From an optimization exercise on the open Yosys and OpenROAD flow, aimed at small area; shortcuts taken in it are not production practice. RTL that was checked went through simulation tests only; none was proved equivalent to the original. No activity file was given, so power comes from the tool's default toggle rates.

## the reference run
==> flow/design.v (excerpt) <==
module Decoder(
    input wire              clk_390p625M        ,
    input wire              rst_n               ,
    input wire [63:0]       data_from_CDR       ,
    input wire [ 1:0]       sync_warning_ctrl   ,
    input wire [ 7:0]       resync_ctrl         ,
    input wire              monitor_EN          ,
    output logic            prbs31_sync_ready   ,
    output logic [9:0]      error_bit_count     ,
    output logic            decoder_sync_ready  ,
    output logic            decoder_sync_warning,
    output logic [1567:0]   data_1568bit        ,
    output logic [29:0]     packet_count        ,
    output logic [21:0]     error_packet_count  ,
    output logic            crc10_check_result
);
Size: roughly 13,000 cells after synthesis, about 3,700 flip-flops, ~1,700 I/O pins.
clock: 8.5 ns
lec_check: 0
cap_margin: 20
core_margin: 2
core_utilization: 55
place_density: 0.65
slew_margin: 20
standard.sh (not shown) runs the stock make flow with config.mk's settings and CLKGATE_MAP_FILE= SYNTH_SCRIPT=/design/flow/synth_recipe.tcl, a recipe that flattens the netlist after the stock synthesis.
==> flow/flow/run.sh <==
#!/bin/bash
# Own layout flow: the standard layout (standard.sh), with buf_1 port
# buffers, pins one track apart and a clock tree of clkbuf_8 without dummy loads.
export BUFFER_PORTS_ARGS="-buffer_cell sky130_fd_sc_hd__buf_1"
export PLACE_PINS_ARGS="-min_distance 1 -min_distance_in_tracks"
export CTS_ARGS="-sink_clustering_enable -repair_clock_nets -dont_use_dummy_load -buf_list sky130_fd_sc_hd__clkbuf_8 -sink_clustering_size 16 -sink_clustering_max_diameter 50"
bash standard.sh > standard.log 2>&1
Edits applied to the flow inputs when going from the reference run to the trial run:
diff --git a/flow/design.v b/flow/design.v
--- a/flow/design.v
+++ b/flow/design.v
@@ -212,26 +212,27 @@
         p = poly;
         for (int i = 61; i >= 0; i--) begin
             s          = dal[i];
             ud_next[i] = s ^ p[38] ^ p[57];
             p          = {p[56:0], s};
         end
         poly_next = p;
     end
     always_ff @(posedge clk_390p625M) begin
         ud   <= ud_next;
         poly <= poly_next;
     end
-    always_ff @(posedge clk_390p625M) begin
-        if (idle_en) idle_res <= (ud == {6'h2C, {7{8'hBC}}});
+    always_ff @(posedge clk_390p625M or negedge rst_n) begin
+        if (!rst_n)       idle_res <= 1'b0;
+        else if (idle_en) idle_res <= (ud == {6'h2C, {7{8'hBC}}});
     end
     logic [1:0]     sh;
     logic [61:0]    dud;
     logic [4:0]     fs;
     logic [4:0]     fs_next;
     logic           tail_flag;
     logic           dly_tail;
     logic           ndly_tail;   
     logic [4:0]     fs_n;        
     logic           pc_ovf;
     always_ff @(posedge clk_390p625M) begin
         sh  <= dal[63:62];
@@ -276,29 +277,34 @@
     logic [9:0] q1, q2, q3, q4;
     wire  [9:0] c1, c2, c3, c4;
     wire [14:0] g1_in = dud[61:47];
     wire [15:0] g2_in = ftail ? {dud[46:44], dud[33:24], 3'b0} : dud[46:31];
     wire [14:0] g3_in = ftail ? {dud[23:14], 5'b0}             : dud[30:16];
     wire [15:0] g4_in = ftail ? {dud[13:4], 6'b0}              : dud[15:0];
     crc10_15bit u_g1 (.data_in(g1_in), .lfsr_q(q1), .crc_out(c1));
     crc10_16bit u_g2 (.data_in(g2_in), .lfsr_q(q2), .crc_out(c2));
     crc10_15bit u_g3 (.data_in(g3_in), .lfsr_q(q3), .crc_out(c3));
     crc10_16bit u_g4 (.data_in(g4_in), .lfsr_q(q4), .crc_out(c4));
     wire crc_run = crc_en & ~ftail;
     wire crc_ok  = (c1 == dud[43:34]) & ~|c2 & ~|c3 & ~|c4;
-    always_ff @(posedge clk_390p625M) begin
-        q1 <= crc_run ? c1 : 10'd0;
-        q2 <= crc_run ? c2 : 10'd0;
-        q3 <= crc_run ? c3 : 10'd0;
-        q4 <= crc_run ? c4 : 10'd0;
+    always_ff @(posedge clk_390p625M or negedge rst_n) begin
+        if (!rst_n) begin
+            q1 <= '0; q2 <= '0; q3 <= '0; q4 <= '0;
+        end
+        else begin
+            q1 <= crc_run ? c1 : 10'd0;
+            q2 <= crc_run ? c2 : 10'd0;
+            q3 <= crc_run ? c3 : 10'd0;
+            q4 <= crc_run ? c4 : 10'd0;
+        end
     end
     always_ff @(posedge clk_390p625M or negedge rst_n) begin
         if (!rst_n)     crc10_check_result <= 1'b1;
         else if (ftail) crc10_check_result <= crc_ok;
     end
     always_ff @(posedge clk_390p625M or negedge rst_n) begin
         if (!rst_n)
             error_packet_count <= '0;
         else if (pc_ovf)
             error_packet_count <= '0;
         else if (ftail && !crc_ok && error_packet_count != '1)
             error_packet_count <= error_packet_count + 22'd1;
### Flow results
oflag$_DFF_PN0_ as the launching element of the worst setup path was reported by the reference run, and fs[0]$_DFF_PN0_ by the trial run. From the reference run to the trial run the numbers moved as follows: fraction of standard cell area that is sequential increased by 0.18 points relative to the old numbers; clock-buffer cell count fell about 1.8%; sequential group share of total power went up; relative contribution of the clock network to total power shows no meaningful change. Looking at the reference run and the trial run, the leakage dissipation is a wash. The mean routed wirelength per cell of the trial run exceeds that of the reference run by 0.30%.
Only the layout flow was run in the trial run; the RTL was not checked for function there.

---

main:
Decoder, a different RTL version from the one above (not shown whole).
Size in the first run: roughly 13000 cells after synthesis, ~3700 flip-flops, about 1700 I/O pins, ~0.13 sq mm of cells after synthesis.
// Decoder
module Decoder(
    input wire              clk_390p625M        ,
    input wire              rst_n               ,
    input wire [63:0]       data_from_CDR       ,
    input wire [ 1:0]       sync_warning_ctrl   ,
    input wire [ 7:0]       resync_ctrl         ,
    input wire              monitor_EN          ,
    output logic            prbs31_sync_ready   ,
    output logic [9:0]      error_bit_count     ,
    output logic            decoder_sync_ready  ,
    output logic            decoder_sync_warning,
    output logic [1567:0]   data_1568bit        ,
    output logic [29:0]     packet_count        ,
    output logic [21:0]     error_packet_count  ,
    output logic            crc10_check_result
);
==> flow/config.mk <==
export PLATFORM = sky130hd
export DESIGN_NAME = Decoder
export DESIGN_NICKNAME = Decoder
export VERILOG_FILES = /design/flow/design.v
export SDC_FILE = /design/flow/constraint.sdc
export NUM_CORES = 8
export LEC_CHECK = 0
export CAP_MARGIN = 20
export CORE_MARGIN = 2
export CORE_UTILIZATION = 55
export PLACE_DENSITY = 0.65
export SLEW_MARGIN = 20
==> flow/constraint.sdc <==
create_clock -name core_clock -period 8.5 [get_ports {clk_390p625M}]
set_input_delay 1.7000 -clock core_clock [delete_from_list [all_inputs] [get_ports {clk_390p625M}]]
set_output_delay 1.7000 -clock core_clock [all_outputs]
set_load 0.01 [all_outputs]
==> flow/flow/run.sh <==
#!/bin/bash
# Own layout flow: the standard layout (standard.sh), with buf_1 port
# buffers, pins one track apart and a clock tree of clkbuf_8 without dummy loads.
export BUFFER_PORTS_ARGS="-buffer_cell sky130_fd_sc_hd__buf_1"
export PLACE_PINS_ARGS="-min_distance 1 -min_distance_in_tracks"
export CTS_ARGS="-sink_clustering_enable -repair_clock_nets -dont_use_dummy_load -buf_list sky130_fd_sc_hd__clkbuf_8 -sink_clustering_size 16 -sink_clustering_max_diameter 60"
bash standard.sh > standard.log 2>&1
Input changes introduced in the feature branch (baseline for comparison: main):
--- a/flow/design.v
+++ b/flow/design.v
@@ -346,13 +346,13 @@
             error_packet_count <= '0;
         else if (pc_ovf)
             error_packet_count <= '0;
         else if (ftail && !crc_ok && error_packet_count != '1)
             error_packet_count <= error_packet_count + 22'd1;
     end
-    logic [26:1]    wr;
+    logic [4:0]     nwr;
     logic           oflag;
     logic [26:1]    we;
     logic [26:1]    nwe;
     logic [26:1]    g;
     logic [1567:0]  tmp_n;
     logic [1567:0]  out_n;
@@ -364,13 +364,13 @@
     generate
         for (gk = 1; gk <= 26; gk++) begin : g_slot
             localparam logic [4:0] K  = gk;
             localparam logic [4:0] KN = ~K;
             assign we[gk]  = (fs == K);
             assign nwe[gk] = (fs_n != KN);
-            assign g[gk]   = dly_tail & wr[gk];
+            assign g[gk]   = dly_tail & (nwr >= K);
         end
     endgenerate
     always_comb begin
         wdat_n = '0;
         webit  = '0;
         nwebit = '0;
@@ -399,17 +399,18 @@
         webit [9:0]     = '1;
         nwebit[9:0]     = '0;
         gbit  [9:0]     = {10{dly_tail}};
     end
     always_ff @(posedge clk_390p625M or negedge rst_n) begin
         if (!rst_n) begin
-            wr    <= '0;
+            nwr   <= 5'd0;
             oflag <= 1'b0;
         end
         else begin
-            wr    <= wr | we;
+            if (fs == nwr + 5'd1 && nwr != 5'd25)
+                nwr <= nwr + 5'd1;
             oflag <= oflag | dly_tail;
         end
     end
     always_ff @(posedge clk_390p625M) begin
         tmp_n <= (webit & wdat_n) | (nwebit & tmp_n);
         out_n <= (gbit & tmp_n) | ({1568{ndly_tail}} & out_n);
Results
- Of the feature branch and main, the lower detailed placement HPWL belongs to main.
- Status(the feature branch) = ERROR, stage = 5_1_grt
- Simple-gate share of the synthesized area of main is on par with the feature branch.
- Per the comparison of the feature branch with main, CTS sink count fell about 0.55%, flop and latch count out of synthesis dropped 0.55%, initial core utilization level.
- On number of standard cells after synthesis, the feature branch and main are neck and neck.
- As far as cell count after placement is concerned, the feature branch and main perform about the same.
- On area share of xor/xnor cells in the synthesized design, the feature branch tracks main almost exactly.
- In terms of post-synthesis instance area, main and the feature branch differ only marginally.

==> static timing again, ports no longer ideal <==
No port has a modelled driver above. Below, the same layouts with a new extraction and two added sets of constraints.
Step 1 assumes that a clkbuf_16 drives the clock port and a buf_2 every other input.
Step 2 adds t to the input delays and takes it off the output delays; t is the mean of the earliest and latest rising clock arrival at the registers after step 1. Input paths then give back, and output paths get back, about the clock's delay inside the block.
Three values: ideal, step 1, step 2; two values: the first two.
| run | t, ns | setup WS [ns] | worst hold slack (ns) | worst register clock-pin slew, ns | pins driven straight from the clock port |
|---|---|---|---|---|---|
| the reference run | 1.177 | 2.916 / 2.824 / 2.984 | 0.309 / 0.309 / 0.309 | 0.11 / 0.11 | 1 |
| the trial run | 1.176 | 2.785 / 2.765 / 2.785 | 0.307 / 0.307 / 0.307 | 0.11 / 0.11 | 1 |
| main | 1.165 | 3.082 / 2.978 / 3.148 | 0.327 / 0.327 / 0.327 | 0.11 / 0.11 | 1 |
After both steps setup and hold are still met in every run listed.
